This is an optimization exercise on Yosys and OpenROAD, whose aim is small area, a short achievable clock period and few clock cycles, not a production implementation.
RTL that was checked went through simulation tests only; none was proved equivalent to the original.
No activity file was given, so power comes from the tool's default toggle rates.

==> module crc_ip, before the edit <==
module crc_ip
(
	output [31:0] HRDATA,
	output HREADYOUT,
	output HRESP,
	input [31:0] HWDATA,
	input [31:0] HADDR,
	input [ 2:0] HSIZE,
	input [ 1:0] HTRANS,
	input HWRITE,
	input HSElx,
	input HREADY,
	input HRESETn,
	input HCLK
);
localparam K  = 16;       
localparam KB = K / 8;    
localparam [2:0] A_DR   = 3'd0;
localparam [2:0] A_IDR  = 3'd1;
localparam [2:0] A_CR   = 3'd2;
localparam [2:0] A_INIT = 3'd4;
localparam [2:0] A_POL  = 3'd5;
reg       dp_valid;
reg       dp_write;
reg [2:0] dp_addr;
reg [1:0] dp_size;
always @(posedge HCLK)
	if (!HRESETn)
		dp_valid <= 1'b0;
	else if (HREADY) begin
		dp_valid <= HSElx && (HTRANS == 2'b10);
		dp_write <= HWRITE;
		dp_addr  <= HADDR[4:2];
		dp_size  <= HSIZE[1:0];
	end
reg  [4:0]  cr;           
reg  [7:0]  idr;
reg  [31:0] init_r;
reg  [31:0] pol_r;
reg  [31:0] res_r;        
reg         chain;        
reg  [31:0] dreg;         
reg  [2:0]  drem;         
reg  [K-1:1] q_r;         
wire dvalid = (drem != 3'd0);
wire [2:0] mbytes = (drem > KB) ? KB[2:0] : drem;
wire last_chunk = (drem <= KB);
wire wr     = dp_valid &&  dp_write;
wire sel_dr = (dp_addr == A_DR);
wire dr_ok  = !dvalid || last_chunk;
assign HREADYOUT = !(dp_valid && sel_dr && (dp_write ? !dr_ok : dvalid));
assign HRESP = 1'b0;
wire wr_dr   = wr && sel_dr && dr_ok;
wire wr_idr  = wr && (dp_addr == A_IDR);
wire wr_cr   = wr && (dp_addr == A_CR);
wire wr_init = wr && (dp_addr == A_INIT);
wire wr_pol  = wr && (dp_addr == A_POL);
function [31:0] rev_in;
	input [31:0] w;
	input [1:0]  t;
	integer i;
	begin
		for (i = 0; i < 32; i = i + 1)
			case (t)
				2'd0: rev_in[i] = w[i];
				2'd1: rev_in[i] = w[(i / 8) * 8 + 7 - (i % 8)];
				2'd2: rev_in[i] = w[(i / 16) * 16 + 15 - (i % 16)];
				default: rev_in[i] = w[31 - i];
			endcase
	end
endfunction
wire [31:0] din   = rev_in(HWDATA, cr[3:2]);
wire [31:0] mleft = {din[7:0], din[15:8], din[23:16], din[31:24]};
reg [5:0] sh;             
always @(*)
	case (cr[1:0])
		2'd0: sh = 6'd0;
		2'd1: sh = 6'd16;
		2'd2: sh = 6'd24;
		default: sh = 6'd25;
	endcase
wire [31:0] pp  = pol_r << sh;
wire [31:0] c0  = chain ? res_r : init_r;
wire [31:0] c0a = c0 << sh;
wire [31:0] x   = c0a ^ dreg;
reg [K-1:0] bv;
always @(*) begin
	bv = x[31 -: K];
	if (K > 8  && mbytes == 3'd1) bv = x[31:24];
	if (K > 16 && mbytes == 3'd2) bv = x[31:16];
end
wire [K-1:0] b;
genvar gi, gj;
generate
	for (gi = 0; gi < K; gi = gi + 1) begin : g_b
		assign b[gi] = bv[K - 1 - gi];
	end
endgenerate
wire [K-1:0] q = {q_r, 1'b1};
wire [K-1:0] f;
generate
	for (gi = 0; gi < K; gi = gi + 1) begin : g_f
		wire [gi:0] t;
		for (gj = 0; gj <= gi; gj = gj + 1) begin : g_t
			assign t[gj] = q[gj] & b[gi - gj];
		end
		assign f[gi] = ^t;
	end
endgenerate
reg [31:0] keep;
always @(*) begin
	keep = 32'h0;
	if (K > 8  && mbytes == 3'd1) keep = c0a << 8;
	if (K > 16 && mbytes == 3'd2) keep = c0a << 16;
	if (K == 8) keep = c0a << 8;
end
wire [31:0] cn;
generate
	for (gj = 0; gj < 32; gj = gj + 1) begin : g_c
		localparam integer LO = (K - 1 - gj > 0) ? K - 1 - gj : 0;
		wire [K-1:0] t;
		for (gi = 0; gi < K; gi = gi + 1) begin : g_t
			if (gi >= LO)
				assign t[gi] = f[gi] & pp[gj - (K - 1 - gi)];
			else
				assign t[gi] = 1'b0;
		end
		assign cn[gj] = (^t) ^ keep[gj];
	end
endgenerate
wire [31:0] res_next = cn >> sh;
function [K-1:0] recip;
	input [31:0] p;
	reg [32:0] a;
	reg [K-1:0] r;
	reg [31:0] tv;
	integer j, m, i, k;
	begin
		a[0] = 1'b1;
		for (j = 1; j <= 32; j = j + 1)
			a[j] = p[32 - j];
		r = {K{1'b0}};
		r[0] = 1'b1;
		for (m = 1; m < K; m = m * 2)
			for (i = m; i < 2 * m && i < K; i = i + 1) begin
				tv = 32'h0;
				for (k = 0; k <= i / 2; k = k + 1)
					tv[k] = r[k] & a[i - 2 * k];
				r[i] = ^tv;
			end
		recip = r;
	end
endfunction
wire [K-1:0] q_next = recip(pp);
always @(posedge HCLK)
	q_r <= q_next[K-1:1];
always @(posedge HCLK)
	if (!HRESETn) begin
		cr     <= 5'h00;
		idr    <= 8'h00;
		init_r <= 32'hffffffff;
		pol_r  <= 32'h04c11db7;
		res_r  <= 32'h0;
		chain  <= 1'b0;
		drem   <= 3'd0;
	end else begin
		if (wr_cr)
			cr <= HWDATA[7:3];
		if (wr_idr)
			idr <= HWDATA[7:0];
		if (wr_pol)
			pol_r <= HWDATA;
		if (wr_init)
			init_r <= HWDATA;
		else if (wr_cr && HWDATA[0])
			init_r <= 32'hffffffff;
		if (dvalid) begin
			res_r <= res_next;
			chain <= 1'b1;
		end
		if (wr_cr && HWDATA[0])
			chain <= 1'b0;
		if (wr_dr)
			drem <= (dp_size == 2'd0) ? 3'd1 : (dp_size == 2'd1) ? 3'd2 : 3'd4;
		else if (dvalid)
			drem <= drem - mbytes;
	end
generate
	if (K == 32) begin : g_d32
		always @(posedge HCLK)
			dreg <= mleft;
	end else begin : g_dk
		always @(posedge HCLK)
			if (wr_dr)
				dreg <= mleft;
			else if (dvalid)
				dreg <= dreg << K;
	end
endgenerate
wire [31:0] res_rev;
generate
	for (gi = 0; gi < 32; gi = gi + 1) begin : g_rev
		assign res_rev[gi] = res_r[31 - gi];
	end
endgenerate
reg [31:0] rdata;
always @(*)
	case (dp_addr)
		A_DR:    rdata = cr[4] ? res_rev : res_r;
		A_IDR:   rdata = {24'h0, idr};
		A_CR:    rdata = {24'h0, cr, 3'b000};
		A_INIT:  rdata = init_r;
		A_POL:   rdata = pol_r;
		default: rdata = 32'h0;
	endcase
assign HRDATA = rdata;
endmodule
Settings: LEC_CHECK=0, CAP_MARGIN=20, CORE_MARGIN=2, CORE_UTILIZATION=40, SLEW_MARGIN=20; clock period 10.0 ns.
run.sh (not shown) runs the stock make flow with config.mk's settings and CLKGATE_MAP_FILE= SYNTH_SCRIPT=/design/flow/synth_recipe.tcl, a recipe that flattens the netlist after the stock synthesis.
Rerun with:
--- a/flow/design.v
+++ b/flow/design.v
@@ -14,5 +14,5 @@
 	input HCLK
 );
-localparam K  = 16;       
+localparam K  = 32;       
 localparam KB = K / 8;    
 localparam [2:0] A_DR   = 3'd0;
=> Total power rose to 4.1 times its value. Non-clock buffer count rises by 61. Clock-buffer cell count does not change. Die area rises by 55%. Core utilization drops by 1.1 points.
Testbench counts after the change, summed over its fixed seeds: cycles 8,445.
Function not checked in the first run of this note: the RTL went through the layout flow alone.

The RTL this note starts from:
==> flow/design.v <==
module crc_ip
(
	output [31:0] HRDATA,
	output HREADYOUT,
	output HRESP,
	input [31:0] HWDATA,
	input [31:0] HADDR,
	input [ 2:0] HSIZE,
	input [ 1:0] HTRANS,
	input HWRITE,
	input HSElx,
	input HREADY,
	input HRESETn,
	input HCLK
);
localparam [2:0] A_DR   = 3'd0;
localparam [2:0] A_IDR  = 3'd1;
localparam [2:0] A_CR   = 3'd2;
localparam [2:0] A_INIT = 3'd4;
localparam [2:0] A_POL  = 3'd5;
reg       dp_valid;
reg       dp_write;
reg [1:0] dp_size;
reg       s_dr, s_idr, s_cr, s_init, s_pol;    
reg       r_drn, r_drr;   
wire      resz_next;      
wire      rev_next;       
always @(posedge HCLK)
	if (!HRESETn)
		dp_valid <= 1'b0;
	else if (HREADY) begin
		dp_valid <= HSElx && (HTRANS == 2'b10);
		dp_write <= HWRITE;
		dp_size  <= HSIZE[1:0];
		s_dr     <= (HADDR[4:2] == A_DR);
		s_idr    <= (HADDR[4:2] == A_IDR);
		s_cr     <= (HADDR[4:2] == A_CR);
		s_init   <= (HADDR[4:2] == A_INIT);
		s_pol    <= (HADDR[4:2] == A_POL);
		r_drn    <= (HADDR[4:2] == A_DR) && !resz_next && !rev_next;
		r_drr    <= (HADDR[4:2] == A_DR) && !resz_next &&  rev_next;
	end
reg  [4:0]  cr;           
reg  [7:0]  idr;
reg  [31:0] init_r;
reg  [31:0] pol_r;
reg  [31:0] res_a;        
reg  [1:0]  nr;           
reg         res_z;        
reg         chain;        
reg         dvalid;       
reg  [31:0] dreg;         
reg  [1:0]  dsz;          
reg         dfast;        
reg         d32, d16, d8; 
reg  [31:1] q_r;          
wire wr = dp_valid && dp_write;
reg qload;                
reg qiter;                
assign HREADYOUT = !(dp_valid && s_dr && (dp_write ? qload : dvalid));
assign HRESP = 1'b0;
wire wr_dr   = wr && s_dr && !qload;
wire wr_idr  = wr && s_idr;
wire wr_cr   = wr && s_cr;
wire wr_init = wr && s_init;
wire wr_pol  = wr && s_pol;
assign resz_next = res_z && !dvalid && !wr_dr;
assign rev_next  = wr_cr ? HWDATA[7] : cr[4];
function [5:0] shf;       
	input [1:0] ps;
	case (ps)
		2'd0: shf = 6'd0;
		2'd1: shf = 6'd16;
		2'd2: shf = 6'd24;
		default: shf = 6'd25;
	endcase
endfunction
wire [5:0] sh  = shf(cr[1:0]);
wire [5:0] shr = shf(nr);
wire [31:0] res_n = res_a >> shr;                      
wire [31:0] pp    = pol_r << sh;                       
wire [31:0] c0s   = (chain ? res_n : init_r) << sh;    
wire        fast_now = chain && (nr == cr[1:0]);
function [31:0] rev_in;
	input [31:0] w;
	input [1:0]  t;
	integer i;
	begin
		for (i = 0; i < 32; i = i + 1)
			case (t)
				2'd0: rev_in[i] = w[i];
				2'd1: rev_in[i] = w[(i / 8) * 8 + 7 - (i % 8)];
				2'd2: rev_in[i] = w[(i / 16) * 16 + 15 - (i % 16)];
				default: rev_in[i] = w[31 - i];
			endcase
	end
endfunction
wire [31:0] din   = rev_in(HWDATA, cr[3:2]);
wire [31:0] mleft = {din[7:0], din[15:8], din[23:16], din[31:24]};
wire        fast_next = dvalid || fast_now;
wire [31:0] xleft = mleft ^ (fast_next ? 32'h0 : c0s);
reg  [31:0] xr;
always @(*)
	case (dp_size)
		2'd0:    xr = {24'h0, xleft[31:24]};
		2'd1:    xr = {16'h0, xleft[31:16]};
		default: xr = xleft;
	endcase
always @(posedge HCLK) begin
	dreg  <= qload ? {1'b1, pp[31:1]} : xr;
	dsz   <= dp_size;
	dfast <= fast_next;
	d32   <= fast_next && !qload && (dp_size != 2'd0) && (dp_size != 2'd1);
	d16   <= fast_next && !qload && (dp_size == 2'd1);
	d8    <= fast_next && !qload && (dp_size == 2'd0);
end
wire [31:0] bv;
genvar gi, gj;
generate
	for (gi = 0; gi < 32; gi = gi + 1) begin : g_bv
		wire s = (d32 & res_a[gi])
		       | ((gi < 16) ? (d16 & res_a[(gi + 16) % 32]) : 1'b0)
		       | ((gi < 8)  ? (d8  & res_a[(gi + 24) % 32]) : 1'b0);
		assign bv[gi] = dreg[gi] ^ s;
	end
endgenerate
wire [31:0] b;
generate
	for (gi = 0; gi < 32; gi = gi + 1) begin : g_b
		assign b[gi] = bv[31 - gi];
	end
endgenerate
wire [31:0] q = {q_r, 1'b1};
wire [31:0] f;
generate
	for (gi = 0; gi < 32; gi = gi + 1) begin : g_f
		wire [gi:0] t;
		for (gj = 0; gj <= gi; gj = gj + 1) begin : g_t
			assign t[gj] = q[gj] & b[gi - gj];
		end
		assign f[gi] = ^t;
	end
endgenerate
wire [31:0] c0k = dfast ? res_a : c0s;
reg  [31:0] keep;
always @(*)
	case (dsz)
		2'd0:    keep = c0k << 8;
		2'd1:    keep = c0k << 16;
		default: keep = 32'h0;
	endcase
wire [31:0] cn;
generate
	for (gj = 0; gj < 32; gj = gj + 1) begin : g_c
		wire [gj+1:0] t;
		for (gi = 31 - gj; gi < 32; gi = gi + 1) begin : g_t
			assign t[gi - (31 - gj)] = f[gi] & pp[gj - 31 + gi];
		end
		assign t[gj + 1] = keep[gj];
		assign cn[gj] = ^t;
	end
endgenerate
function [15:0] recip_lo;
	input [31:0] p;
	reg [32:0] a;
	reg [15:0] r;
	reg [15:0] tv;
	integer j, m, i, k;
	begin
		a[0] = 1'b1;
		for (j = 1; j <= 32; j = j + 1)
			a[j] = p[32 - j];
		r = 16'h0;
		r[0] = 1'b1;
		for (m = 1; m < 16; m = m * 2)
			for (i = m; i < 2 * m; i = i + 1) begin
				tv = 16'h0;
				for (k = 0; k <= i / 2; k = k + 1)
					tv[k] = r[k] & a[i - 2 * k];
				r[i] = ^tv;
			end
		recip_lo = r;
	end
endfunction
wire [15:0] q_lo_next = recip_lo(pp);
wire [31:1] q_spread;
generate
	for (gi = 1; gi < 32; gi = gi + 1) begin : g_sp
		if (gi % 2 == 0)
			assign q_spread[gi] = q_lo_next[gi / 2];
		else
			assign q_spread[gi] = 1'b0;
	end
endgenerate
always @(posedge HCLK)
	if (qload)
		q_r <= q_spread;
	else if (qiter)
		q_r <= f[31:1];
always @(posedge HCLK)
	if (!HRESETn) begin
		cr     <= 5'h00;
		idr    <= 8'h00;
		init_r <= 32'hffffffff;
		pol_r  <= 32'h04c11db7;
		res_z  <= 1'b1;
		chain  <= 1'b0;
		dvalid <= 1'b0;
		qload  <= 1'b1;
		qiter  <= 1'b0;
	end else begin
		qload  <= wr_cr || wr_pol;
		qiter  <= qload;
		if (wr_cr)
			cr <= HWDATA[7:3];
		if (wr_idr)
			idr <= HWDATA[7:0];
		if (wr_pol)
			pol_r <= HWDATA;
		if (wr_init)
			init_r <= HWDATA;
		else if (wr_cr && HWDATA[0])
			init_r <= 32'hffffffff;
		if (dvalid) begin
			res_z <= 1'b0;
			chain <= 1'b1;
		end
		if (wr_cr && HWDATA[0])
			chain <= 1'b0;
		dvalid <= wr_dr;
	end
always @(posedge HCLK)
	if (dvalid) begin
		res_a <= cn;
		nr    <= cr[1:0];
	end
wire [31:0] res_rev;
generate
	for (gi = 0; gi < 32; gi = gi + 1) begin : g_rev
		assign res_rev[gi] = res_n[31 - gi];
	end
endgenerate
assign HRDATA = ({32{r_drn}} & res_n)
              | ({32{r_drr}} & res_rev)
              | ({32{s_idr}}  & {24'h0, idr})
              | ({32{s_cr}}   & {24'h0, cr, 3'b000})
              | ({32{s_init}} & init_r)
              | ({32{s_pol}}  & pol_r);
endmodule
clock: 10.0 ns
lec_check: 0
cap_margin: 20
core_margin: 2
core_utilization: 40
setup_slack_margin: 5
slew_margin: 20
Testbench counts at the start, summed over its fixed seeds: cycles 8,445.
Rerun with:
--- a/flow/design.v
+++ b/flow/design.v
@@ -21,11 +21,8 @@
 reg       dp_valid;
 reg       dp_write;
 reg [1:0] dp_size;
 reg       s_dr, s_idr, s_cr, s_init, s_pol;    
-reg       r_drn, r_drr;   
-wire      resz_next;      
-wire      rev_next;       
 always @(posedge HCLK)
 	if (!HRESETn)
 		dp_valid <= 1'b0;
 	else if (HREADY) begin
@@ -36,10 +33,8 @@
 		s_idr    <= (HADDR[4:2] == A_IDR);
 		s_cr     <= (HADDR[4:2] == A_CR);
 		s_init   <= (HADDR[4:2] == A_INIT);
 		s_pol    <= (HADDR[4:2] == A_POL);
-		r_drn    <= (HADDR[4:2] == A_DR) && !resz_next && !rev_next;
-		r_drr    <= (HADDR[4:2] == A_DR) && !resz_next &&  rev_next;
 	end
 reg  [4:0]  cr;           
 reg  [7:0]  idr;
 reg  [31:0] init_r;
@@ -63,10 +58,8 @@
 wire wr_idr  = wr && s_idr;
 wire wr_cr   = wr && s_cr;
 wire wr_init = wr && s_init;
 wire wr_pol  = wr && s_pol;
-assign resz_next = res_z && !dvalid && !wr_dr;
-assign rev_next  = wr_cr ? HWDATA[7] : cr[4];
 function [5:0] shf;       
 	input [1:0] ps;
 	case (ps)
 		2'd0: shf = 6'd0;
@@ -239,10 +232,10 @@
 	for (gi = 0; gi < 32; gi = gi + 1) begin : g_rev
 		assign res_rev[gi] = res_n[31 - gi];
 	end
 endgenerate
-assign HRDATA = ({32{r_drn}} & res_n)
-              | ({32{r_drr}} & res_rev)
+assign HRDATA = ({32{s_dr & ~res_z & ~cr[4]}} & res_n)
+              | ({32{s_dr & ~res_z &  cr[4]}} & res_rev)
               | ({32{s_idr}}  & {24'h0, idr})
               | ({32{s_cr}}   & {24'h0, cr, 3'b000})
               | ({32{s_init}} & init_r)
               | ({32{s_pol}}  & pol_r);
Outcome: The changed run finished clean. Total power grows by about 0.46%. Via count is lower by 0.39%. Clock-buffer cell count does not change. Synthesized cell count is higher by 0.77%. Setup slack is worse by 0.069 ns.
Testbench counts after the change, summed over its fixed seeds: cycles 8,445.

-- what the ideal ports hide --
The flow's constraints put no driver on any port. The routed layouts listed below were extracted and timed again, unchanged, in two steps. Step 1, drivers: a clkbuf_16 drives HCLK and a buf_2 each remaining input, both assumed. Step 2 adds t to the input delays and takes it off the output delays; t is the mean of the earliest and latest rising clock arrival at the registers after step 1. Input paths then give back, and output paths get back, about the clock's delay inside the block. Three values: ideal, step 1, step 2; two values: the first two.
| run | shift t [ns] | setup WS [ns] | worst setup path after step 2 |
|---|---|---|---|
| the first run of note 1 | 0.496 | 2.940 / 2.940 / 2.940 | register to register |
| the second run of note 1 | 0.540 | 2.186 / 2.186 / 2.186 | register to register |
| the first run of note 2 | 0.567 | 5.025 / 4.968 / 5.043 | register to register |
| the second run of note 2 | 0.569 | 4.956 / 4.956 / 4.956 | register to register |
After both steps every run listed still meets setup and hold.
